This is an optimization exercise on Yosys and OpenROAD, whose aim is small area, not a production implementation.
Only the layout flow was run in this run; the RTL was not checked for function there.
Power and IR drop assume default switching activity.

`flow/config.mk`:
```
export PLATFORM = sky130hd
export DESIGN_NAME = formula
export DESIGN_NICKNAME = formula
export VERILOG_FILES = /design/flow/design.v
export SDC_FILE = /design/flow/constraint.sdc
export NUM_CORES = 4
export LEC_CHECK = 0
export CAP_MARGIN = 0
export CORE_MARGIN = 2
export CORE_UTILIZATION = 40
export GPL_TIMING_DRIVEN = 0
export SLEW_MARGIN = 0
export SYNTH_HIERARCHICAL = 1
```
`flow/constraint.sdc`:
```
create_clock -name core_clock -period 6.0 [get_ports {clk}]
set_input_delay 1.2000 -clock core_clock [delete_from_list [all_inputs] [get_ports {clk}]]
set_output_delay 1.2000 -clock core_clock [all_outputs]
set_load 0.01 [all_outputs]
```
`flow/design.v`:
```
module formula # (
	parameter LEN = 8
) (
	input                         clk,
	input                         rst,
	input  signed [    LEN - 1:0] a,
	input  signed [    LEN - 1:0] b,
	input  signed [    LEN - 1:0] c,
	input  signed [    LEN - 1:0] d,
	input                         input_vld,
	output signed [3 * LEN - 1:0] res,
	output                        res_overflow,
	output                        output_vld
);
	logic [4:0] vld;
	always_ff @(posedge clk or posedge rst)
		if (rst) vld <= '0;
		else     vld <= {vld[3:0], input_vld};
	wire na1;
	wire na2;
	wire na3;
	wire na4;
	wire na5;
	wire na6;
	wire na7;
	wire na8;
	wire nc9;
	wire nc10;
	wire nc11;
	wire nc12;
	wire nc13;
	wire nc14;
	wire nc15;
	wire nc16;
	wire s17, c17;
	wire s18, c18;
	wire s19, c19;
	wire s20, c20;
	wire s21, c21;
	wire s22, c22;
	wire s23, c23;
	wire s24, c24;
	wire ov25;
	wire s26, c26;
	wire s27, c27;
	wire s28, c28;
	wire s29, c29;
	wire s30, c30;
	wire s31, c31;
	wire s32, c32;
	wire nd33;
	wire nd34;
	wire nd35;
	wire nd36;
	wire nd37;
	wire nd38;
	wire nd39;
	assign na1 = ~a[0];
	assign na2 = ~a[1];
	assign na3 = ~a[2];
	assign na4 = ~a[3];
	assign na5 = ~a[4];
	assign na6 = ~a[5];
	assign na7 = ~a[6];
	assign na8 = ~a[7];
	assign nc9 = ~c[0];
	assign nc10 = ~c[1];
	assign nc11 = ~c[2];
	assign nc12 = ~c[3];
	assign nc13 = ~c[4];
	assign nc14 = ~c[5];
	assign nc15 = ~c[6];
	assign nc16 = ~c[7];
	ha_bit u17 (.a(na1), .b(b[0]), .s(s17), .co(c17));
	fa_bit u18 (.a(na2), .b(b[1]), .ci(c17), .s(s18), .co(c18));
	fa_bit u19 (.a(na3), .b(b[2]), .ci(c18), .s(s19), .co(c19));
	fa_bit u20 (.a(na4), .b(b[3]), .ci(c19), .s(s20), .co(c20));
	fa_bit u21 (.a(na5), .b(b[4]), .ci(c20), .s(s21), .co(c21));
	fa_bit u22 (.a(na6), .b(b[5]), .ci(c21), .s(s22), .co(c22));
	fa_bit u23 (.a(na7), .b(b[6]), .ci(c22), .s(s23), .co(c23));
	fa_bit u24 (.a(na8), .b(b[7]), .ci(c23), .s(s24), .co(c24));
	assign ov25 = c23 ^ c24;
	fa_bit u26 (.a(nc11), .b(nc10), .ci(nc9), .s(s26), .co(c26));
	fa_bit u27 (.a(nc12), .b(nc11), .ci(c26), .s(s27), .co(c27));
	fa_bit u28 (.a(nc13), .b(nc12), .ci(c27), .s(s28), .co(c28));
	fa_bit u29 (.a(nc14), .b(nc13), .ci(c28), .s(s29), .co(c29));
	fa_bit u30 (.a(nc15), .b(nc14), .ci(c29), .s(s30), .co(c30));
	fa_bit u31 (.a(nc16), .b(nc15), .ci(c30), .s(s31), .co(c31));
	fa_bit u32 (.a(nc16), .b(nc16), .ci(c31), .s(s32), .co(c32));
	assign nd33 = ~d[0];
	assign nd34 = ~d[1];
	assign nd35 = ~d[2];
	assign nd36 = ~d[3];
	assign nd37 = ~d[4];
	assign nd38 = ~d[5];
	assign nd39 = ~d[6];
	logic [7:0] nx1, nd1;
	logic [9:0] ny1;
	logic       ov1;
	always_ff @(posedge clk) begin
		nx1 <= {s24, s23, s22, s21, s20, s19, s18, s17};
		ov1 <= ov25;
		ny1 <= {c32, s32, s31, s30, s29, s28, s27, s26, nc10, c[0]};
		nd1 <= {d[7], nd39, nd38, nd37, nd36, nd35, nd34, nd33};
	end
	wire bn40;
	wire bt41;
	wire bs42;
	wire pp43;
	wire pp44;
	wire pp45;
	wire pp46;
	wire pp47;
	wire pp48;
	wire pp49;
	wire pp50;
	wire pp51;
	wire pp52;
	wire pp53;
	wire bn54;
	wire bt55;
	wire bs56;
	wire pp57;
	wire pp58;
	wire pp59;
	wire pp60;
	wire pp61;
	wire pp62;
	wire pp63;
	wire pp64;
	wire pp65;
	wire pp66;
	wire pp67;
	wire bn68;
	wire bt69;
	wire bs70;
	wire pp71;
	wire pp72;
	wire pp73;
	wire pp74;
	wire pp75;
	wire pp76;
	wire pp77;
	wire pp78;
	wire pp79;
	wire pp80;
	wire pp81;
	wire bn82;
	wire bt83;
	wire bs84;
	wire pp85;
	wire pp86;
	wire pp87;
	wire pp88;
	wire pp89;
	wire pp90;
	wire pp91;
	wire pp92;
	wire pp93;
	wire pp94;
	wire pp95;
	wire s96, c96;
	wire s97, c97;
	wire s98, c98;
	wire s99, c99;
	wire s100, c100;
	wire s101, c101;
	wire s102, c102;
	wire s103, c103;
	wire s104, c104;
	wire s105, c105;
	wire s106, c106;
	wire s107, c107;
	wire s108, c108;
	wire s109, c109;
	wire s110, c110;
	wire s111, c111;
	wire s112, c112;
	wire s113, c113;
	wire s114, c114;
	wire s115, c115;
	wire s116, c116;
	wire s117, c117;
	wire s118, c118;
	wire s119, c119;
	wire s120, c120;
	wire s121, c121;
	wire s122, c122;
	wire s123, c123;
	wire s124, c124;
	wire s125, c125;
	wire s126, c126;
	wire s127, c127;
	wire s128, c128;
	wire s129, c129;
	wire s130, c130;
	wire s131, c131;
	wire s132, c132;
	wire s133, c133;
	wire s134, c134;
	wire s135, c135;
	wire s136, c136;
	wire s137, c137;
	wire s138, c138;
	wire s139, c139;
	wire s140, c140;
	wire s141, c141;
	wire s142, c142;
	wire s143, c143;
	wire s144, c144;
	wire s145, c145;
	wire s146;
	assign bn40 = ~(nx1[0] ^ 1'b1);
	assign bt41 = ~((nx1[0] & 1'b1 & ~nx1[1]) | (~nx1[0] & ~1'b1 & nx1[1]));
	assign bs42 = ~nx1[1];
	assign pp43 = (~(bn40 | ny1[0])) ^ bs42;
	assign pp44 = (~((bn40 | ny1[1]) & (bt41 | ny1[0]))) ^ bs42;
	assign pp45 = (~((bn40 | ny1[2]) & (bt41 | ny1[1]))) ^ bs42;
	assign pp46 = (~((bn40 | ny1[3]) & (bt41 | ny1[2]))) ^ bs42;
	assign pp47 = (~((bn40 | ny1[4]) & (bt41 | ny1[3]))) ^ bs42;
	assign pp48 = (~((bn40 | ny1[5]) & (bt41 | ny1[4]))) ^ bs42;
	assign pp49 = (~((bn40 | ny1[6]) & (bt41 | ny1[5]))) ^ bs42;
	assign pp50 = (~((bn40 | ny1[7]) & (bt41 | ny1[6]))) ^ bs42;
	assign pp51 = (~((bn40 | ny1[8]) & (bt41 | ny1[7]))) ^ bs42;
	assign pp52 = (~((bn40 | ny1[9]) & (bt41 | ny1[8]))) ^ bs42;
	assign pp53 = ~((~((bn40 | ny1[9]) & (bt41 | ny1[9]))) ^ bs42);
	assign bn54 = ~(nx1[2] ^ nx1[1]);
	assign bt55 = ~((nx1[2] & nx1[1] & ~nx1[3]) | (~nx1[2] & ~nx1[1] & nx1[3]));
	assign bs56 = ~nx1[3];
	assign pp57 = (~(bn54 | ny1[0])) ^ bs56;
	assign pp58 = (~((bn54 | ny1[1]) & (bt55 | ny1[0]))) ^ bs56;
	assign pp59 = (~((bn54 | ny1[2]) & (bt55 | ny1[1]))) ^ bs56;
	assign pp60 = (~((bn54 | ny1[3]) & (bt55 | ny1[2]))) ^ bs56;
	assign pp61 = (~((bn54 | ny1[4]) & (bt55 | ny1[3]))) ^ bs56;
	assign pp62 = (~((bn54 | ny1[5]) & (bt55 | ny1[4]))) ^ bs56;
	assign pp63 = (~((bn54 | ny1[6]) & (bt55 | ny1[5]))) ^ bs56;
	assign pp64 = (~((bn54 | ny1[7]) & (bt55 | ny1[6]))) ^ bs56;
	assign pp65 = (~((bn54 | ny1[8]) & (bt55 | ny1[7]))) ^ bs56;
	assign pp66 = (~((bn54 | ny1[9]) & (bt55 | ny1[8]))) ^ bs56;
	assign pp67 = ~((~((bn54 | ny1[9]) & (bt55 | ny1[9]))) ^ bs56);
	assign bn68 = ~(nx1[4] ^ nx1[3]);
	assign bt69 = ~((nx1[4] & nx1[3] & ~nx1[5]) | (~nx1[4] & ~nx1[3] & nx1[5]));
	assign bs70 = ~nx1[5];
	assign pp71 = (~(bn68 | ny1[0])) ^ bs70;
	assign pp72 = (~((bn68 | ny1[1]) & (bt69 | ny1[0]))) ^ bs70;
	assign pp73 = (~((bn68 | ny1[2]) & (bt69 | ny1[1]))) ^ bs70;
	assign pp74 = (~((bn68 | ny1[3]) & (bt69 | ny1[2]))) ^ bs70;
	assign pp75 = (~((bn68 | ny1[4]) & (bt69 | ny1[3]))) ^ bs70;
	assign pp76 = (~((bn68 | ny1[5]) & (bt69 | ny1[4]))) ^ bs70;
	assign pp77 = (~((bn68 | ny1[6]) & (bt69 | ny1[5]))) ^ bs70;
	assign pp78 = (~((bn68 | ny1[7]) & (bt69 | ny1[6]))) ^ bs70;
	assign pp79 = (~((bn68 | ny1[8]) & (bt69 | ny1[7]))) ^ bs70;
	assign pp80 = (~((bn68 | ny1[9]) & (bt69 | ny1[8]))) ^ bs70;
	assign pp81 = ~((~((bn68 | ny1[9]) & (bt69 | ny1[9]))) ^ bs70);
	assign bn82 = ~(nx1[6] ^ nx1[5]);
	assign bt83 = ~((nx1[6] & nx1[5] & ~nx1[7]) | (~nx1[6] & ~nx1[5] & nx1[7]));
	assign bs84 = ~nx1[7];
	assign pp85 = (~(bn82 | ny1[0])) ^ bs84;
	assign pp86 = (~((bn82 | ny1[1]) & (bt83 | ny1[0]))) ^ bs84;
	assign pp87 = (~((bn82 | ny1[2]) & (bt83 | ny1[1]))) ^ bs84;
	assign pp88 = (~((bn82 | ny1[3]) & (bt83 | ny1[2]))) ^ bs84;
	assign pp89 = (~((bn82 | ny1[4]) & (bt83 | ny1[3]))) ^ bs84;
	assign pp90 = (~((bn82 | ny1[5]) & (bt83 | ny1[4]))) ^ bs84;
	assign pp91 = (~((bn82 | ny1[6]) & (bt83 | ny1[5]))) ^ bs84;
	assign pp92 = (~((bn82 | ny1[7]) & (bt83 | ny1[6]))) ^ bs84;
	assign pp93 = (~((bn82 | ny1[8]) & (bt83 | ny1[7]))) ^ bs84;
	assign pp94 = (~((bn82 | ny1[9]) & (bt83 | ny1[8]))) ^ bs84;
	assign pp95 = ~((~((bn82 | ny1[9]) & (bt83 | ny1[9]))) ^ bs84);
	fa_bit u96 (.a(nd1[0]), .b(bs56), .ci(1'b1), .s(s96), .co(c96));
	fa_bit u97 (.a(s96), .b(pp45), .ci(pp57), .s(s97), .co(c97));
	fa_bit u98 (.a(nd1[1]), .b(c96), .ci(pp46), .s(s98), .co(c98));
	fa_bit u99 (.a(pp58), .b(c97), .ci(s98), .s(s99), .co(c99));
	fa_bit u100 (.a(nd1[2]), .b(bs70), .ci(pp47), .s(s100), .co(c100));
	fa_bit u101 (.a(pp59), .b(pp71), .ci(c98), .s(s101), .co(c101));
	fa_bit u102 (.a(s100), .b(c99), .ci(s101), .s(s102), .co(c102));
	fa_bit u103 (.a(nd1[3]), .b(pp48), .ci(pp60), .s(s103), .co(c103));
	fa_bit u104 (.a(pp72), .b(c100), .ci(s103), .s(s104), .co(c104));
	fa_bit u105 (.a(c101), .b(s104), .ci(c102), .s(s105), .co(c105));
	fa_bit u106 (.a(nd1[4]), .b(bs84), .ci(pp49), .s(s106), .co(c106));
	fa_bit u107 (.a(pp61), .b(pp73), .ci(pp85), .s(s107), .co(c107));
	fa_bit u108 (.a(c103), .b(s106), .ci(s107), .s(s108), .co(c108));
	fa_bit u109 (.a(c104), .b(s108), .ci(c105), .s(s109), .co(c109));
	fa_bit u110 (.a(nd1[5]), .b(pp50), .ci(pp62), .s(s110), .co(c110));
	fa_bit u111 (.a(pp74), .b(pp86), .ci(c106), .s(s111), .co(c111));
	fa_bit u112 (.a(c107), .b(s110), .ci(c108), .s(s112), .co(c112));
	fa_bit u113 (.a(s111), .b(s112), .ci(c109), .s(s113), .co(c113));
	fa_bit u114 (.a(nd1[6]), .b(pp51), .ci(pp63), .s(s114), .co(c114));
	fa_bit u115 (.a(pp75), .b(pp87), .ci(c110), .s(s115), .co(c115));
	fa_bit u116 (.a(s114), .b(c111), .ci(s115), .s(s116), .co(c116));
	fa_bit u117 (.a(c112), .b(s116), .ci(c113), .s(s117), .co(c117));
	fa_bit u118 (.a(nd1[7]), .b(pp52), .ci(1'b1), .s(s118), .co(c118));
	fa_bit u119 (.a(pp64), .b(pp76), .ci(pp88), .s(s119), .co(c119));
	fa_bit u120 (.a(c114), .b(s118), .ci(s119), .s(s120), .co(c120));
	fa_bit u121 (.a(c115), .b(s120), .ci(c116), .s(s121), .co(c121));
	fa_bit u122 (.a(pp53), .b(pp65), .ci(pp77), .s(s122), .co(c122));
	fa_bit u123 (.a(pp89), .b(c118), .ci(c119), .s(s123), .co(c123));
	fa_bit u124 (.a(s122), .b(c120), .ci(s123), .s(s124), .co(c124));
	fa_bit u125 (.a(pp66), .b(pp78), .ci(1'b1), .s(s125), .co(c125));
	fa_bit u126 (.a(pp90), .b(c122), .ci(s125), .s(s126), .co(c126));
	fa_bit u127 (.a(c123), .b(s126), .ci(c124), .s(s127), .co(c127));
	fa_bit u128 (.a(pp67), .b(pp79), .ci(pp91), .s(s128), .co(c128));
	fa_bit u129 (.a(c125), .b(s128), .ci(c126), .s(s129), .co(c129));
	fa_bit u130 (.a(pp80), .b(pp92), .ci(1'b1), .s(s130), .co(c130));
	fa_bit u131 (.a(c128), .b(s130), .ci(c129), .s(s131), .co(c131));
	fa_bit u132 (.a(pp81), .b(pp93), .ci(c130), .s(s132), .co(c132));
	fa_bit u133 (.a(pp94), .b(c132), .ci(1'b1), .s(s133), .co(c133));
	ha_bit u134 (.a(bs42), .b(pp43), .s(s134), .co(c134));
	ha_bit u135 (.a(pp44), .b(c134), .s(s135), .co(c135));
	ha_bit u136 (.a(s97), .b(c135), .s(s136), .co(c136));
	ha_bit u137 (.a(s99), .b(c136), .s(s137), .co(c137));
	ha_bit u138 (.a(s102), .b(c137), .s(s138), .co(c138));
	ha_bit u139 (.a(s105), .b(c138), .s(s139), .co(c139));
	ha_bit u140 (.a(s121), .b(c117), .s(s140), .co(c140));
	fa_bit u141 (.a(s124), .b(c121), .ci(c140), .s(s141), .co(c141));
	ha_bit u142 (.a(s129), .b(c127), .s(s142), .co(c142));
	ha_bit u143 (.a(s131), .b(c142), .s(s143), .co(c143));
	fa_bit u144 (.a(s132), .b(c131), .ci(c143), .s(s144), .co(c144));
	ha_bit u145 (.a(s133), .b(c144), .s(s145), .co(c145));
	assign s146 = pp95 ^ c133 ^ c145;
	logic [16:0] s2;
	logic        ov2;
	always_ff @(posedge clk) begin
		s2  <= {s146, s145, s144, s143, s142, s127, s141, s140, s117, s113, s109, s139, s138, s137, s136, s135, s134};
		ov2 <= ov1;
	end
	logic [1:0] bc2;
	always_ff @(posedge clk)
		bc2 <= {c141, c139};
	wire sg147;
	wire k148;
	wire s149, c149;
	wire s150, c150;
	wire s151, c151;
	wire s152, c152;
	wire s153, c153;
	wire s154, c154;
	wire s155, c155;
	wire s156, c156;
	wire s157, c157;
	wire s158, c158;
	wire s159, c159;
	wire s160, c160;
	wire s161, c161;
	wire s162, c162;
	wire s163, c163;
	wire s164;
	assign sg147 = s2[16] ^ (s2[15] & (s2[14] & (s2[13] & (s2[12] & ((s2[11] & (s2[10] & (s2[9] & (s2[8] & (s2[7] & (s2[6] & bc2[0])))))) | (s2[11] & bc2[1]) | ((s2[10] & (s2[9] & (s2[8] & (s2[7] & (s2[6] & bc2[0]))))) & bc2[1]))))));
	assign k148 = s2[0] & sg147;
	ha_bit u149 (.a(s2[1]), .b(k148), .s(s149), .co(c149));
	ha_bit u150 (.a(s2[2]), .b(c149), .s(s150), .co(c150));
	ha_bit u151 (.a(s2[3]), .b(c150), .s(s151), .co(c151));
	ha_bit u152 (.a(s2[4]), .b(c151), .s(s152), .co(c152));
	ha_bit u153 (.a(s2[5]), .b(c152), .s(s153), .co(c153));
	fa_bit u154 (.a(s2[6]), .b(c153), .ci(bc2[0]), .s(s154), .co(c154));
	ha_bit u155 (.a(s2[7]), .b(c154), .s(s155), .co(c155));
	ha_bit u156 (.a(s2[8]), .b(c155), .s(s156), .co(c156));
	ha_bit u157 (.a(s2[9]), .b(c156), .s(s157), .co(c157));
	ha_bit u158 (.a(s2[10]), .b(c157), .s(s158), .co(c158));
	fa_bit u159 (.a(s2[11]), .b(c158), .ci(bc2[1]), .s(s159), .co(c159));
	ha_bit u160 (.a(s2[12]), .b(c159), .s(s160), .co(c160));
	ha_bit u161 (.a(s2[13]), .b(c160), .s(s161), .co(c161));
	ha_bit u162 (.a(s2[14]), .b(c161), .s(s162), .co(c162));
	ha_bit u163 (.a(s2[15]), .b(c162), .s(s163), .co(c163));
	assign s164 = s2[16] ^ c163;
	logic [15:0] r3, r4, r5;
	always_ff @(posedge clk) begin
		r3 <= ({s164, s163, s162, s161, s160, s159, s158, s157, s156, s155, s154, s153, s152, s151, s150, s149} | {1'b0, {3{ov2}}, 12'd0}) & {~ov2, 15'h7fff};
		r4 <= r3;
		r5 <= r4;
	end
	assign output_vld   = vld[4];
	assign res_overflow = ~r5[15] & r5[14] & r5[13] & r5[12];
	assign res          = {{8{r5[15]}}, r5};
endmodule
module fa_bit (input a, input b, input ci, output s, output co);
	assign s  = a ^ b ^ ci;
	assign co = (a & b) | (a & ci) | (b & ci);
endmodule
module ha_bit (input a, input b, output s, output co);
	assign s  = a ^ b;
	assign co = a & b;
endmodule
```
`flow/flow/run.sh`:
```
#!/bin/bash
# The standard layout (the standard.sh) with these ORFS settings:
# synthesis buffers removed at floorplan, the smallest buffer on each port,
# and a clock tree of small clock buffers without dummy loads.
set -e
bash standard.sh REMOVE_ABC_BUFFERS=1 BUFFER_PORTS_ARGS="-buffer_cell sky130_fd_sc_hd__buf_1" RECOVER_POWER=100 CTS_ARGS="-sink_clustering_enable -repair_clock_nets -dont_use_dummy_load -buf_list {sky130_fd_sc_hd__clkbuf_8}" finish > standard.log 2>&1
```
`flow/standard.sh`:
```
#!/bin/bash
# synth_recipe.tcl (not shown) runs the flow's synth.tcl, then flattens the netlist and writes it again
# the make line also repeats each setting of config.mk as NAME=value (left out here)
make -C /OpenROAD-flow-scripts/flow DESIGN_CONFIG=/design/flow/config.mk WORK_HOME=/design/flow/orfs CLKGATE_MAP_FILE= SYNTH_SCRIPT=/design/flow/synth_recipe.tcl "${@:-finish}"
```
==> results.cfg <==
[detailed_routing]
drt_iter0_drc = 119
drc_errors = 0
antenna_left = 0
num_vias = 2581
drt_first_pass_iters = 4
wl_per_cell_um = 12.88
vias_per_cell = 4.684
wirelength_um = 7097

[critical_path]
critPathMaxFanout = 13
end_kind = flip-flop
path_class = flip-flop to flip-flop
start_kind = flip-flop
r2r_slack_ps = 740
worstPathArrival_ps = 5490
cp.required_ps = 6230
r2r_cells = 11

[clocking]
root_buffer = clkbuf_8
clk_latency_ps = 360
path_clk_slew_ps = 90
cts_tree = done
cts_resized = 0
post_cts_buffers = 0
holdBufCountCts = 0
clock-sinks = 100
htree_levels = 3
cts_made_buffers = 9
cts_buffer_depth = 2

[logic_synthesis]
syn-cell-area_mm2 = 0.004697
ys_types = 34
netlist.area_leader.share_pct = 40.49
synth_seq_cells = 100
synthAdderAreaFrac_pct = 31.86
synth_mux_area_share_pct = 3.356
synth_area_leader_cell = dfxtp_1
synth-edff-count = 0
ys_top_cells_by_area = dfxtp_1 40%, fa_1 24%, ha_1 8.0%, xnor2_1 6.9%, o22ai_1 4.7%
avgSynthCellArea_um2 = 12.98
synthCells = 362
synth-simple-area-share_pct = 2.983
synth-compound-area-share_pct = 5.860
ys_seq_area_share_pct = 43.15
synth_top_family_by_area = adder cells
synth-xor-area-share_pct = 7.086
synthFlopType = dfxtp_1
synth-async-reset-ratio_pct = 5.000
synth.yosys.warnings = 7

[grt]
grt_first_pass_wirelength_um = 12670
grt_pass1_vias = 2713
grt_start_max_net_pins = 18
antenna_found_initial = 0
track_usage_pct = 12.72
grt_overflow = 0

[run_status]
status = timing/DRC/antenna clean

[power]
p_leak_uw = 0.002133
power.density_mw_per_mm2 = 596.4
ir_drop_mv = 0.3091

[die]
start_util_pct = 41.14
die_y_um = 112.4
chipWidth_um = 112.4
rows = 39
core_area_mm2 = 0.01142
die_area_mm2 = 0.01262
ios = 61

[cells_and_area]
drive_gt1_share_pct = 4.167
antenna-diode-count = 0
area_delta_synth_final_pct = 8.551
layout_commonest_cell = dfxtp_1
final_nets = 531
n_fill_cell = 1109
final_cell_mix = 95 x dfxtp_1, 60 x buf_1, 56 x fa_1

[sta]
hold_viol_final = 0
rsz0062_at_grt = no
setup_ws_ps = 735.3
setup_violations = 0
layout_min_cycle_time_ps = 5265
final.period_utilization_pct = 87.75
worst_pin_slew_ps = 799.9
fmax_mhz = 189.9
worst_clock_skew_ps = 18.66
totalNegativeSetupSlack_ps = 0
slew_violations = 0
slew_headroom_pct = 46.60

[place]
place.gp.congestion = 0.8416
place.port_buffers = 60
place_ws_ps = 654.4
dp_hpwl_um = 5546

[hold_path]
min_path_type = flip-flop to flip-flop
whs_path_depth = 0

[run]
cap_violations = 0
[layout make-up]
type / instances / area [um2] / share of cell area [%]
multi-input cells: 205 / 2416 / 47.39
well taps: 143 / 178.9 / 3.509
inverters: 34 / 127.6 / 2.503
flip-flops and latches: 100 / 2027 / 39.75
clock buffers: 9 / 123.9 / 2.429
repair buffers: 60 / 225.2 / 4.417
[Yosys stat by module, one instance, submodules excluded]
module | area (um2) | times used | flip-flops and latches | cells
formula | 3276 | 1 | 100 | 282
fa_bit | 20.02 | 56 | 0 | 1
ha_bit | 12.51 | 24 | 0 | 1
[layer usage]
layer  track usage (%)  wire length, um
met2             21.45             3549
met5                 0                0
met3             3.186              307
met4             5.285              169
met1             15.65             3071
[Yosys cell counts (all sizes together), types with 2 or more instances]
library cell,n
and4b,2
inv,34
clkbuf,8
fa,56
mux2i,12
dfxtp,95
o22ai,35
dfrtp,5
or2,3
ha,30
xnor2,37
and4,2
a21oi,3
buf,19
and3,2
nor2,6
[cell families after synthesis]
| kind of cell | Yosys count |
|---|---|
| xor gates and xnor gates | 38 |
| and+or+nand+nor | 21 |
| buffers and inverters | 61 |
| adders and majority gates | 86 |
| other | 1 |
| AOI/OAI and AO/OA | 43 |
| muxes | 12 |
| DFF | 100 |
[state kept, by name (all words and copies together) (netlist names)]
name,cells
ov2,1
ny1,10
s2,17
bc2,2
ov1,1
nd1,8
r4,16
r3,16
r5,16
vld,5
nx1,8
[metrics by stage]
stage | std cells | hold WS, ps | util, % | area, um2 | power, uW
floorplan | 339 | 309.6 | - | 4576 | 2371
global placement | 542 | 310.1 | 43.61 | 4980 | 2757
detailed placement | 542 | 312.1 | 43.61 | 4980 | 2795
CTS | 551 | 314.8 | 44.70 | 5104 | 3138
global route | 551 | 316.1 | 44.65 | 5099 | 3491
finish | 551 | 314.3 | 44.65 | 5099 | 3041
[worst paths after layout]
kind                       startpoint  endpoint
max                            nx1[3]    s2[10]
min                            r3[10]    r4[10]
max reg2reg                    nx1[3]    s2[10]
min reg2reg                    r3[10]    r4[10]
max in group asynchronous         rst    vld[1]
min in group asynchronous         rst    vld[4]
[power breakdown]
part           switching, uW  internal (uW)
logic                    814            775
registers                146            984
clock network            186            135
[critical path, cell delays in order (launching register included)]
cell     delay [ps]
dfxtp_1         830
inv_1           290
fa_1            550
fa_1            460
fa_1            440
fa_1            420
fa_1            400
fa_1            390
fa_1            380
fa_1            380
ha_1            200
fa_1            420

==> static timing again, ports no longer ideal <==
In the flow no input, the clock included, has a driving cell. The finished layout below was timed again as built, in two steps.
Step 1: set_driving_cell puts a clkbuf_16 on clk and a buf_2 on each other input, an assumption about the parent block.
Step 2 also shifts input and output timing later by t, the mid clock arrival at the registers, as if the neighbouring blocks saw the same clock.
a / b / c = ideal ports / drivers / drivers and shift; a / b = the first two.
t (ns): 0.377
setup WS [ns]: 0.735 / 0.735 / 0.735
worst slew at a driven data input, ns: 0.03
After both steps this run still meets setup and hold. The setup slack of this run moves by 0.000 ns with the drivers and by 0.000 ns with both steps.
